What follows belongs to an exercise in optimizing a design on an open flow for a short achievable clock period and few clock cycles; a production flow would make more cautious choices.
Only simulation tests tie the RTL to the original design; equivalence was not proved.

===== flow/design.v =====
module alu(A, B, C, Carry_in, Opcode, Flags);
input [15:0] A, B;
input [7:0] Opcode;
input Carry_in;
output reg [15:0] C;
output reg [4:0] Flags;
parameter WAIT    = 8'b00000000;
parameter ADD     = 8'b00000101;
parameter ADDI    = 8'b01010000;  
parameter ADDU    = 8'b00000110;
parameter ADDUI   = 8'b01100000;  
parameter ADDC    = 8'b00000111;
parameter ADDCI   = 8'b01110000;  
parameter SUB     = 8'b00001001;
parameter SUBI    = 8'b10010000;  
parameter SUBC    = 8'b00001010;
parameter SUBCI   = 8'b10100000;  
parameter CMP     = 8'b00001011;
parameter CMPI    = 8'b10110000;  
parameter CMPU    = 8'b00001111;
parameter CMPUI   = 8'b11110000;  
parameter AND     = 8'b00000001;
parameter ANDI    = 8'b00010000;  
parameter OR      = 8'b00000010;
parameter ORI     = 8'b00100000;  
parameter XOR     = 8'b00000011;
parameter XORI    = 8'b00110000;  
parameter NOT     = 8'b00000100;
parameter LSH     = 8'b10000100;
parameter LSHI    = 8'b10000000;
parameter RSH     = 8'b10000101;
parameter RSHI    = 8'b10000001;
parameter ALSH    = 8'b10000110;
parameter ARSH    = 8'b10000111;
parameter ALSHI   = 8'b10000010;
parameter ARSHI   = 8'b10000011;
wire [15:0] A_sf = {~A[15], A[14:0]};
wire [15:0] B_sf = {~B[15], B[14:0]};
wire cmp_lt  = A_sf < B_sf;
wire cmp_gt  = B_sf < A_sf;
wire cmpu_lt = A < B;
wire cmpu_gt = B < A;
wire [7:0] Op_n = (Opcode[7:4] == 4'b0000 || Opcode[7:4] == 4'b1000) ? Opcode : {Opcode[7:4], 4'b0000};
always @(A, B, Carry_in, Op_n, cmp_lt, cmp_gt, cmpu_lt, cmpu_gt)
begin
	case (Op_n)
	WAIT:
		begin
		Flags[4:0] = 5'b00000;
		C = 0;
		end
	ADD, ADDI:
		begin
			{Flags[4], C} = A + B;  
			if (C == 0) Flags[1] = 1'b1;
			else Flags[1] = 1'b0;
			if( (~A[15] & ~B[15] & C[15]) | (A[15] & B[15] & ~C[15]) ) Flags[2] = 1'b1;  
			else Flags[2] = 1'b0;
			Flags[0] = 1'b0; Flags[4:3] = 2'b00;
		end
	ADDU, ADDUI:
		begin
			C = A + B;
			Flags[4:0] = 5'b00000;
		end
	ADDC, ADDCI:
		begin
			{Flags[4], C} = A + B + Carry_in;  
			if (C == 0) Flags[1] = 1'b1; 
			else Flags[1] = 1'b0;
			if( (~A[15] & ~B[15] & C[15]) | (A[15] & B[15] & ~C[15]) ) Flags[2] = 1'b1;  
			else Flags[2] = 1'b0;
			Flags[0] = 1'b0; Flags[4:3] = 2'b00;
		end
	SUB, SUBI:
		begin
			{Flags[4], C} = A - B;  
			if (C == 0) Flags[1] = 1'b1;
			else Flags[1] = 1'b0;
			if( (~A[15] & B[15] & C[15]) | (A[15] & ~B[15] & ~C[15]) ) Flags[2] = 1'b1;  
			else Flags[2] = 1'b0;
			Flags[3] = 1'b0; Flags[0] = 1'b0;
		end
	SUBC, SUBCI:
		begin
			{Flags[4], C} = A - B - Carry_in;  
			if (C == 0) Flags[1] = 1'b1;
			else Flags[1] = 1'b0;
			if( (~A[15] & B[15] & C[15]) | (A[15] & ~B[15] & ~C[15]) ) Flags[2] = 1'b1;  
			else Flags[2] = 1'b0;
			Flags[3] = 1'b0; Flags[0] = 1'b0;
		end
	CMP, CMPI:
		begin
			Flags[4:0] = {1'b0, cmp_lt, 1'b0, ~cmp_lt & ~cmp_gt, ~cmp_lt & cmp_gt};
			C = A;  
		end
	CMPU, CMPUI:
		begin
			Flags[4:0] = {1'b0, cmpu_lt, 1'b0, ~cmpu_lt & ~cmpu_gt, ~cmpu_lt & cmpu_gt};
			C = A;  
		end
	AND, ANDI:
		begin
			C = A & B;
			Flags[4:0] = 5'b00000;
		end
	OR, ORI:
		begin
			C = A | B;
			Flags[4:0] = 5'b00000;
		end
	XOR, XORI:
		begin
			C = A ^ B;
			Flags[4:0] = 5'b00000;
		end
	NOT:
		begin
		C = ~A;
		Flags[4:0] = 5'b00000;
		end
	LSH, LSHI:
		begin
			C = A << B;
			Flags[4:0] = 5'b00000;
		end
	RSH, RSHI:
		begin
			C = A >> B;
			Flags[4:0] = 5'b00000;
		end
	ALSH, ALSHI:
		begin
			C = A <<< B;
			Flags[4:0] = 5'b00000;
		end
	ARSH, ARSHI:
		begin
			C = A >>> B;
			Flags[4:0] = 5'b00000;
		end
	default:
		begin
			C = 0;
			Flags[4:0] = 5'b11111;  
		end
	endcase
end
endmodule
module register(A,B,clock,en,reset);
	input [15:0] A;
	input reset, clock, en;
	output reg [15:0] B;
	always @(posedge clock, negedge reset) begin
		if (reset == 0) B <= 0;
		else if (en == 1) B <= A;
		else B <= B;
	end
endmodule
module program_counter(clock, reset, pc_en, pc_mux, addr, disp, j_en, dest);
input clock, reset, pc_en, pc_mux, j_en;
input [7:0] disp;
input [15:0] dest;
wire [15:0] increment;
output reg[15:0] addr;
assign increment = pc_mux ? $signed(disp) : 1;
always @(posedge clock, negedge reset) begin
	if (reset == 1'b0) addr <= 1'b0;
	else if (j_en == 1) addr <= dest;
	else if (pc_en == 1) addr <= addr + $signed(increment);
	else addr = addr;
end
endmodule
module datapath(clock, reset, flags_en, regfile_en, alu_mux, opcode, mem_in, flags_out, alu_bus, a_in, b_in, button_mux, accel_mux, button_in, accel_in);
input clock, reset, flags_en, regfile_en, alu_mux, button_mux, accel_mux;
input [15:0] opcode, mem_in, button_in, accel_in;
output reg [4:0] flags_out;
output reg [15:0] alu_bus;
output reg [15:0] a_in, b_in;
reg [15:0] b_in0, r_en;
wire [4:0] flags_in;
wire [15:0] c, r_out0, r_out1, r_out2, r_out3, r_out4, r_out5, r_out6, r_out7, r_out8, r_out9, r_out10, r_out11, r_out12, r_out13, r_out14, r_out15;
register r15 (alu_bus, r_out15, clock, r_en[15], reset);
register r14 (alu_bus, r_out14, clock, r_en[14], reset);
register r13 (alu_bus, r_out13, clock, r_en[13], reset);
register r12 (alu_bus, r_out12, clock, r_en[12], reset);
register r11 (alu_bus, r_out11, clock, r_en[11], reset);
register r10 (alu_bus, r_out10, clock, r_en[10], reset);
register r9 (alu_bus, r_out9, clock, r_en[9], reset);
register r8 (alu_bus, r_out8, clock, r_en[8], reset);
register r7 (alu_bus, r_out7, clock, r_en[7], reset);
register r6 (alu_bus, r_out6, clock, r_en[6], reset);
register r5 (alu_bus, r_out5, clock, r_en[5], reset);
register r4 (alu_bus, r_out4, clock, r_en[4], reset);
register r3 (alu_bus, r_out3, clock, r_en[3], reset);
register r2 (alu_bus, r_out2, clock, r_en[2], reset);
register r1 (alu_bus, r_out1, clock, r_en[1], reset);
register r0 (alu_bus, r_out0, clock, r_en[0], reset);
always @(opcode, regfile_en) begin
	if (regfile_en == 1'b0) r_en = 16'b0000000000000000;
	else begin
		case (opcode[11:8])
			4'b0000: r_en = 16'b0000000000000001;
			4'b0001: r_en = 16'b0000000000000010;
			4'b0010: r_en = 16'b0000000000000100;
			4'b0011: r_en = 16'b0000000000001000;
			4'b0100: r_en = 16'b0000000000010000;
			4'b0101: r_en = 16'b0000000000100000;
			4'b0110: r_en = 16'b0000000001000000;
			4'b0111: r_en = 16'b0000000010000000;
			4'b1000: r_en = 16'b0000000100000000;
			4'b1001: r_en = 16'b0000001000000000;
			4'b1010: r_en = 16'b0000010000000000;
			4'b1011: r_en = 16'b0000100000000000;
			4'b1100: r_en = 16'b0001000000000000;
			4'b1101: r_en = 16'b0010000000000000;
			4'b1110: r_en = 16'b0100000000000000;
			4'b1111: r_en = 16'b1000000000000000;
		endcase
	end
end
always @(opcode, r_out0, r_out1, r_out2, r_out3, r_out4, r_out5, r_out6, r_out7, r_out8, r_out9, r_out10, r_out11, r_out12, r_out13, r_out14, r_out15) begin
	case (opcode[11:8])
		4'b0000: a_in = r_out0;
		4'b0001: a_in = r_out1;
		4'b0010: a_in = r_out2;
		4'b0011: a_in = r_out3;
		4'b0100: a_in = r_out4;
		4'b0101: a_in = r_out5;
		4'b0110: a_in = r_out6;
		4'b0111: a_in = r_out7;
		4'b1000: a_in = r_out8;
		4'b1001: a_in = r_out9;
		4'b1010: a_in = r_out10;
		4'b1011: a_in = r_out11;
		4'b1100: a_in = r_out12;
		4'b1101: a_in = r_out13;
		4'b1110: a_in = r_out14;
		4'b1111: a_in = r_out15;
	endcase
	case (opcode[3:0])
		4'b0000: b_in0 = r_out0;
		4'b0001: b_in0 = r_out1;
		4'b0010: b_in0 = r_out2;
		4'b0011: b_in0 = r_out3;
		4'b0100: b_in0 = r_out4;
		4'b0101: b_in0 = r_out5;
		4'b0110: b_in0 = r_out6;
		4'b0111: b_in0 = r_out7;
		4'b1000: b_in0 = r_out8;
		4'b1001: b_in0 = r_out9;
		4'b1010: b_in0 = r_out10;
		4'b1011: b_in0 = r_out11;
		4'b1100: b_in0 = r_out12;
		4'b1101: b_in0 = r_out13;
		4'b1110: b_in0 = r_out14;
		4'b1111: b_in0 = r_out15;
	endcase
	if (opcode[13] | opcode[12]) b_in = (opcode[7:0]);
	else if (opcode[15] & ~opcode[14] & ~opcode[13] & ~opcode[12] & ~opcode[7] & ~opcode[6]) b_in = opcode[3:0];
	else b_in = b_in0;
end
alu alu1(.A(a_in), .B(b_in), .C(c), .Carry_in(flags_out[4]), .Opcode({opcode[15:12], opcode[7:4]}), .Flags(flags_in));
always @(alu_mux, button_mux, accel_mux, button_in, accel_in, mem_in, c) begin
	if (alu_mux == 1) alu_bus = mem_in;
	else if (button_mux == 1) alu_bus = button_in;
	else if (accel_mux == 1) alu_bus = accel_in;
	else alu_bus = c;
end
always @(negedge reset, posedge clock) begin
	if (reset == 0) flags_out <= 0;
	else if (flags_en == 1) flags_out <= flags_in;
	else flags_out <= flags_out;
end
endmodule
module fsm_v3 (clock, reset, opcode, flags, pc_en, regfile_en, we_a, alu_mux, ls_ctrl, ir_en, flags_en, pc_mux, j_en, button_mux, accel_mux);
input clock, reset;
input [15:0] opcode;
input [4:0] flags;
reg [3:0] current_state, next_state;
output reg pc_en, regfile_en, we_a, alu_mux, ls_ctrl, ir_en, flags_en, pc_mux, j_en;
output button_mux, accel_mux;
parameter [3:0]
 s0 = 4'b0000,
 s1 = 4'b0001,
 s2 = 4'b0010,
 s3 = 4'b0011,
 s4 = 4'b0100,
 s5 = 4'b0101,
 s6 = 4'b0110,
 s7 = 4'b0111,
 s8 = 4'b1000,
 s9 = 4'b1001,
 s10 = 4'b1010,
 s11 = 4'b1011,
 s12 = 4'b1100,
 s13 = 4'b1101,
 s14 = 4'b1110,
 s15 = 4'b1111;
assign button_mux = (current_state == s9) ? 1'b1 : 1'b0;
assign accel_mux = (current_state == s10) ? 1'b1 : 1'b0;
always @(posedge clock, negedge reset) begin
	if (reset == 0) current_state <= s15;
	else current_state <= next_state;
end
always @(current_state, flags, opcode) begin
	case(current_state)
		s0: next_state = s1;
		s1: begin
			case({opcode[15:12], (opcode[15:12] == 4'b1100) ? 4'b0000 : opcode[7:4]})  
				8'b0100_0000: next_state = s4;  
				8'b0100_0100: next_state = s3;  
				8'b0000_0000: next_state = s15;  
				8'b0000_0100: next_state = s9;  
				8'b0000_1000: next_state = s10;  
				8'b1100_0000: begin  
					case(opcode[11:8])
						4'b0000: begin if(flags[1]) next_state = s7; else next_state = s6; end  
						4'b0001: begin if(~flags[1]) next_state = s7; else next_state = s6; end  
						4'b1101: begin if(flags[0] | flags[1]) next_state = s7; else next_state = s6; end  
						4'b0010: begin if(flags[4]) next_state = s7; else next_state = s6; end  
						4'b0011: begin if(~flags[4]) next_state = s7; else next_state = s6; end  
						4'b0100: begin if(flags[3]) next_state = s7; else next_state = s6; end  
						4'b0101: begin if(~flags[3]) next_state = s7; else next_state = s6; end  
						4'b1010: begin if(~flags[3] & ~flags[1]) next_state = s7; else next_state = s6; end  
						4'b1011: begin if(flags[3] | flags[1]) next_state = s7; else next_state = s6; end  
						4'b0110: begin if(flags[0]) next_state = s7; else next_state = s6; end  
						4'b0111: begin if(~flags[0]) next_state = s7; else next_state = s6; end  
						4'b1000: begin if(flags[2]) next_state = s7; else next_state = s6; end  
						4'b1001: begin if(~flags[2]) next_state = s7; else next_state = s6; end  
						4'b1100: begin if(~flags[0] & ~flags[1]) next_state = s7; else next_state = s6; end  
						4'b1110: next_state = s7;  
						4'b1111: next_state = s6;  
					endcase
				end
				8'b0100_1100: begin  
					case(opcode[11:8])
						4'b0000: begin if(flags[1]) next_state = s8; else next_state = s6; end  
						4'b0001: begin if(~flags[1]) next_state = s8; else next_state = s6; end  
						4'b1101: begin if(flags[0] | flags[1]) next_state = s8; else next_state = s6; end  
						4'b0010: begin if(flags[4]) next_state = s8; else next_state = s6; end  
						4'b0011: begin if(~flags[4]) next_state = s8; else next_state = s6; end  
						4'b0100: begin if(flags[3]) next_state = s8; else next_state = s6; end  
						4'b0101: begin if(~flags[3]) next_state = s8; else next_state = s6; end  
						4'b1010: begin if(~flags[3] & ~flags[1]) next_state = s8; else next_state = s6; end  
						4'b1011: begin if(flags[3] | flags[1]) next_state = s8; else next_state = s6; end  
						4'b0110: begin if(flags[0]) next_state = s8; else next_state = s6; end  
						4'b0111: begin if(~flags[0]) next_state = s8; else next_state = s6; end  
						4'b1000: begin if(flags[2]) next_state = s8; else next_state = s6; end  
						4'b1001: begin if(~flags[2]) next_state = s8; else next_state = s6; end  
						4'b1100: begin if(~flags[0] & ~flags[1]) next_state = s8; else next_state = s6; end  
						4'b1110: next_state = s8;  
						4'b1111: next_state = s6;  
					endcase
				end
				default: next_state = s2;  
			endcase
		end
		s2: next_state = s15;
		s3: next_state = s15;
		s4: next_state = s5;
		s5: next_state = s15;
		s6: next_state = s15;
		s7: next_state = s15;
		s8: next_state = s15;
		s9: next_state = s15;
		s10: next_state = s15;
		s15: next_state = s0;
		default: next_state = s15;
	endcase
end
always @(current_state) begin
	case(current_state)
		s15: begin  
			pc_en = 0;
			regfile_en = 0;
			we_a = 0;
			alu_mux = 0;
			ls_ctrl = 0;
			ir_en = 0;
			flags_en = 0;
			pc_mux = 0;
			j_en = 0;
		end
		s0: begin  
			pc_en = 0;
			regfile_en = 0;
			we_a = 0;
			alu_mux = 0;
			ls_ctrl = 0;
			ir_en = 1;
			flags_en = 0;
			pc_mux = 0;
			j_en = 0;
		end
		s1: begin  
			pc_en = 0;
			regfile_en = 0;
			we_a = 0;
			alu_mux = 0;
			ls_ctrl = 0;
			ir_en = 0;
			flags_en = 0;
			pc_mux = 0;
			j_en = 0;
		end
		s2: begin  
			pc_en = 1;
			regfile_en = 1;
			we_a = 0;
			alu_mux = 0;
			ls_ctrl = 0;
			ir_en = 0;
			flags_en = 1;
			pc_mux = 0;
			j_en = 0;
		end
		s3: begin  
			pc_en = 1;
			regfile_en = 0;
			we_a = 1;
			alu_mux = 0;
			ls_ctrl = 1;
			ir_en = 0;
			flags_en = 0;
			pc_mux = 0;
			j_en = 0;
			end
		s4: begin  
			pc_en = 0;
			regfile_en = 0;
			we_a = 0;
			alu_mux = 0;
			ls_ctrl = 1;
			ir_en = 0;
			flags_en = 0;
			pc_mux = 0;
			j_en = 0;
		end
		s5: begin  
			pc_en = 1;
			regfile_en = 1;
			we_a = 0;
			alu_mux = 1;
			ls_ctrl = 0;
			ir_en = 0;
			flags_en = 0;
			pc_mux = 0;
			j_en = 0;
		end
		s6: begin  
			pc_en = 1;
			regfile_en = 0;
			we_a = 0;
			alu_mux = 0;
			ls_ctrl = 0;
			ir_en = 0;
			flags_en = 0;
			pc_mux = 0;
			j_en = 0;
		end
		s7: begin  
			pc_en = 1;
			regfile_en = 0;
			we_a = 0;
			alu_mux = 0;
			ls_ctrl = 0;
			ir_en = 0;
			flags_en = 0;
			pc_mux = 1;
			j_en = 0;
		end
		s8: begin  
			pc_en = 0;
			regfile_en = 0;
			we_a = 0;
			alu_mux = 0;
			ls_ctrl = 0;
			ir_en = 0;
			flags_en = 0;
			pc_mux = 0;
			j_en = 1;
		end
		s9: begin  
			pc_en = 1;
			regfile_en = 1;
			we_a = 0;
			alu_mux = 0;
			ls_ctrl = 0;
			ir_en = 0;
			flags_en = 0;
			pc_mux = 0;
			j_en = 0;
		end
		s10: begin  
			pc_en = 1;
			regfile_en = 1;
			we_a = 0;
			alu_mux = 0;
			ls_ctrl = 0;
			ir_en = 0;
			flags_en = 0;
			pc_mux = 0;
			j_en = 0;
		end
		default: begin  
			pc_en = 0;
			regfile_en = 0;
			we_a = 0;
			alu_mux = 0;
			ls_ctrl = 0;
			ir_en = 0;
			flags_en = 0;
			pc_mux = 0;
			j_en = 0;
		end
	endcase
end
endmodule
module mario_cpu (
	input clock, reset,
	input up_button, down_button, left_button, right_button,
	input [15:0] mem_rdata,
	output [15:0] mem_addr,
	output [15:0] mem_wdata,
	output mem_we
);
wire [4:0] flags;
wire [15:0] alu_bus;
wire [15:0] addr, a_in, b_in, opcode, button_in, accel_in;
wire ls_ctrl, flags_en, regfile_en, alu_mux, pc_en, ir_en, pc_mux, j_en, button_mux, accel_mux;
assign button_in[15:2] = 14'd0;
assign button_in[1] = ~up_button;
assign button_in[0] = ~down_button;
assign accel_in[15] = ~left_button;
assign accel_in[14:0] = ~$signed(right_button);
program_counter pc1(
	.clock(clock),
	.reset(reset),
	.pc_en(pc_en),
	.addr(addr),
	.pc_mux(pc_mux),
	.disp(opcode[7:0]),
	.j_en(j_en),
	.dest(b_in)
);
assign mem_addr = ls_ctrl ? b_in : addr;
assign mem_wdata = a_in;
datapath dp1(
	.clock(clock),
	.reset(reset),
	.flags_en(flags_en),
	.regfile_en(regfile_en),
	.alu_mux(alu_mux),
	.opcode(opcode),
	.mem_in(mem_rdata),
	.flags_out(flags),
	.alu_bus(alu_bus),
	.a_in(a_in),
	.b_in(b_in),
	.button_mux(button_mux),
	.accel_mux(accel_mux),
	.button_in(button_in),
	.accel_in(accel_in)
);
register instruction_register(
	.A(mem_rdata),
	.B(opcode),
	.clock(clock),
	.en(ir_en),
	.reset(reset)
);
fsm_v3 decoder(
	.clock(clock),
	.reset(reset),
	.opcode(opcode),
	.flags(flags),
	.pc_en(pc_en),
	.regfile_en(regfile_en),
	.we_a(mem_we),
	.alu_mux(alu_mux),
	.ls_ctrl(ls_ctrl),
	.ir_en(ir_en),
	.flags_en(flags_en),
	.pc_mux(pc_mux),
	.j_en(j_en),
	.button_mux(button_mux),
	.accel_mux(accel_mux)
);
endmodule

===== flow/run.sh =====
#!/bin/bash
# synth_recipe.tcl (not shown) runs the flow's synth.tcl, then flattens the netlist and writes it again
# the make line also repeats each setting of config.mk as NAME=value (left out here)
make -C /OpenROAD-flow-scripts/flow DESIGN_CONFIG=/design/flow/config.mk WORK_HOME=/design/flow/orfs CLKGATE_MAP_FILE= SYNTH_SCRIPT=/design/flow/synth_recipe.tcl finish

===== flow/config.mk =====
export PLATFORM = sky130hd
export DESIGN_NAME = mario_cpu
export DESIGN_NICKNAME = mario_cpu
export VERILOG_FILES = /design/flow/design.v
export SDC_FILE = /design/flow/constraint.sdc
export NUM_CORES = 4
export LEC_CHECK = 0
export CAP_MARGIN = 20
export CORE_MARGIN = 2
export CORE_UTILIZATION = 40
export SLEW_MARGIN = 20

===== flow/constraint.sdc =====
create_clock -name core_clock -period 9.0 [get_ports {clock}]
set_input_delay 1.8000 -clock core_clock [delete_from_list [all_inputs] [get_ports {clock}]]
set_output_delay 1.8000 -clock core_clock [all_outputs]
set_load 0.01 [all_outputs]

==> run notes <==
how the worst max path moves through the flow:
stage / from / end / slack (ns) / depth (start not counted)
global placement: instruction_register.B[3]$_DFFE_PN0P_ / dp1.r0.B[15]$_DFFE_PN0P_ / 1.57 / 20
floorplan: instruction_register.B[0]$_DFFE_PN0P_ / dp1.r10.B[15]$_DFFE_PN0P_ / 2.87 / 27
finish: instruction_register.B[3]$_DFFE_PN0P_ / dp1.flags_out[4]$_DFFE_PN0P_ / 1.20 / 19
detailed placement: instruction_register.B[3]$_DFFE_PN0P_ / dp1.r0.B[15]$_DFFE_PN0P_ / 1.50 / 22
CTS: instruction_register.B[3]$_DFFE_PN0P_ / dp1.r7.B[15]$_DFFE_PN0P_ / 1.50 / 22
global route: instruction_register.B[3]$_DFFE_PN0P_ / dp1.r6.B[15]$_DFFE_PN0P_ / 0.99 / 19
synthesized netlist by cell type, types with 39 or more instances:
library cell,number,area [sq um]
nand2_1,394,1479
dfrtp_1,293,7332
o21ai_0,273,1366
nor2_1,221,829.6
a21oi_1,156,780.8
mux2_2,145,1633
clkbuf_1,144,540.5
mux2i_1,87,870.8
ha_1,84,1051
inv_1,75,281.5
a31oi_1,71,444.2
nand3_1,60,300.3
buf_2,56,280.3
nor3_1,53,265.3
a22oi_1,47,352.8
nor2b_1,39,244.0
final cells by class:
cell class                 instances  area (sq um)  area share [%]
tap                              782         978.4           3.642
sequential                       297          7452           27.74
inverter                          80         300.3           1.118
clock buffer                      45         985.9           3.670
clock inverter                    15         175.2          0.6520
timing repair buffer             169          1441           5.365
multi-input combinational       2343         15530           57.81
antenna                            1         2.502        0.009314
stage by stage:
step                utilization, %  setup WS, ns
finish                       44.68         1.197
global route                 44.68        0.9924
CTS                          44.62         1.497
detailed placement           42.69         1.499
global placement             42.69         1.571
floorplan                        -         2.868
routing by layer:
metal | share of wire, % | wire (microns) | vias to the layer above | GRT usage, %
li1 | - | - | 10870 | -
met1 | 38 | 47390 | 12520 | 48.41
met2 | 44 | 54100 | 1691 | 59.86
met3 | 9.4 | 11640 | 457 | 7.259
met4 | 8.3 | 10250 | 0 | 26.24
met5 | 0 | 0 | - | 0
cell usage in the layout (no fill, tap or decap), types with 17 or more instances in the layout:
cell               n
nand2_1          394
dfrtp_1          285
o21ai_0          272
nor2_1           219
a21oi_1          155
mux2_2           145
buf_4            113
mux2i_1           87
ha_1              84
inv_1             75
a31oi_1           71
nand3_1           60
nor3_1            53
clkdlybuf4s50_1   53
a22oi_1           47
a221oi_1          38
nor2b_1           38
xnor2_1           37
clkbuf_16         37
nand2b_1          33
a211oi_1          33
o21ai_1           30
and3_1            29
o22ai_1           29
and2_1            27
o211ai_1          24
a32oi_1           23
a22o_1            21
xor2_1            21
nand3b_1          17
o221ai_1          17
worst reg2reg max path: cells and delay by family (launching register included):
kind            cells  cell delay [ns]
simple gates        7             2.27
compound gates      8             3.02
flops               1             1.07
xor+xnor            2             0.42
fa+ha+maj           2             0.87
cell families after synthesis:
kind of cell / after synthesis / synth area share (%)
AOI/OAI and AO/OA: 967 / 26.82
xor gates and xnor gates: 60 / 2.234
adders and majority gates: 91 / 4.773
buffers and inverters: 308 / 5.337
DFF: 297 / 30.74
muxes: 236 / 10.67
and+or+nand+nor: 989 / 19.43
==> impl_metrics.tcl <==
set metrics [dict create \
    postCtsSetupBuffers 0 \
    dieArea_sq_um 62470 \
    globalRoute.totalOverflow 0 \
    vias 25540 \
    fmax_ghz 0.1282 \
    wl_per_cell_microns 33.06 \
    finalWirelength_microns 123400 \
    n_fill_cell 6002 \
    cp_max_fo 44 \
    die_height_microns 249.9 \
    regToRegEndpoint "dp1.flags_out[4]$_DFFE_PN0P_" \
    cp-end-kind "flip-flop" \
    cts_resized 0 \
    netlist_area_sq_um 24200 \
    r2r_cells 19 \
    r2r_start "instruction_register.B[3]$_DFFE_PN0P_" \
    portBuffers 54 \
    vias_per_cell 6.843 \
    syn_area_per_cell_sq_um 8.207 \
    tns_ns 0 \
    hold_end "dp1.r0.B[2]$_DFFE_PN0P_" \
    grt_pass1_wl_microns 176300 \
    cts_buffers 35 \
    dp_cells 3670 \
    grt_start_max_net_pins 174 \
    clkSlewWorstSetupHoldPaths_ns 0.06 \
    ys_seq_area_share_pct 30.74 \
    cap_violations 0 \
    skew_ns 0.02755 \
    worstHoldPathType "flip-flop to flip-flop" \
    place_congestion 1.071 \
    ys_types 106 \
    antenna_found_initial 0 \
    dpl.hpwl_microns 90790 \
    worstSetupPathType "flip-flop to flip-flop" \
    crit_top_cell "nor2_1" \
    relSlewSlack_pct 19.55 \
    slowest_delay_ns 1.07 \
    required_ns 9.42 \
    clock_latency_ns 0.57 \
    async_reset_ff_share_pct 100.0 \
    route.detailed.drc 0 \
    start_kind "flip-flop" \
    whs_path_depth 2 \
    drt_first_pass_iters 6 \
    drive_gt1_share_pct 13.39 \
    holdWs_ns 0.5176 \
    placed_area_sq_um 25670 \
    grt_use_total_pct 38.45 \
    start_util_pct 40.24 \
    cts.sinks 297 \
    num_rows 90 \
    setup_viol 0 \
    hold_start "dp1.r0.B[2]$_DFFE_PN0P_" \
    syn_inst 2948 \
    layout.cells.non_filler 3732 \
    critical_path.cell_chain "nor2b_1 -> a22o_1 -> a221oi_1 -> a211oi_2 -> nor2_4 -> ha_1 -> nor2_1 -> o31a_1 -> nor2_1 -> o21ai_0 -> maj3_2 -> o21ai_1 -> a21oi_1 -> xnor2_1 -> nor4_1 -> nand2_1 -> xnor2_1 -> a221oi_1 -> nor2_1" \
    r2r_slack_ns 1.20 \
    h-tree-depth 2 \
    final-hold-violation-count 0 \
    maxSlewViolCount 0 \
    cts_tree "yes" \
    synth_seq_cells 297 \
    fin_crit_sh_pct 86.70 \
    worst_pin_slew_ns 1.196 \
    crit_arrival_ns 8.22 \
    design_area_sq_um 26870 \
    cp.buffers_inverters 0 \
    nets 3035 \
    core_area_sq_um 60130 \
    grt_pass1_vias 24210 \
    synthFlopType "dfrtp_1" \
    ios 55 \
    cts_root_buffer "clkbuf_16" \
    crit_path_top_delay_cell "dfrtp_2" \
    syn_nets 3057 \
    final_antenna_net_count 0 \
    fp.dieW_microns 249.9 \
    status "complete, no violations" \
    ys_warn_count 5 \
    synth-edff-count 0 \
    syn2layout_area_growth_pct 11.05 \
    hold_buffers 0 \
    drt_iter0_drc 3178 \
    fin_crit_ns 7.803 \
    cts_buffer_depth 3 \
    rsz0062_at_grt "false" \
    cp_top_family "compound AO/OA/AOI/OAI gates" \
]
Testbench counts, summed over its fixed seeds: cycles 184,365.

[what the ideal ports hide]
The flow's constraints put no driver on any port. The routed layout listed below was extracted and timed again, unchanged, in two steps. Step 1: set_driving_cell puts a clkbuf_16 on clock and a buf_2 on each other input, an assumption about the parent block. Step 2 moves the port delays by t, midway between the first and last clock arrival at a register: inputs arrive t later, outputs are due t later. That takes back most of the time a late clock gives input paths. Three values: no drivers, after step 1, after step 2; two values: the first two.
t, ns: 0.612
setup WS [ns]: 1.197 / 1.197 / 1.197
slew at the worst register clock pin (ns): 0.07 / 0.07
After both steps setup and hold are still met in this run. The setup slack of this run moves by 0.000 ns with the drivers and by 0.000 ns with both steps.
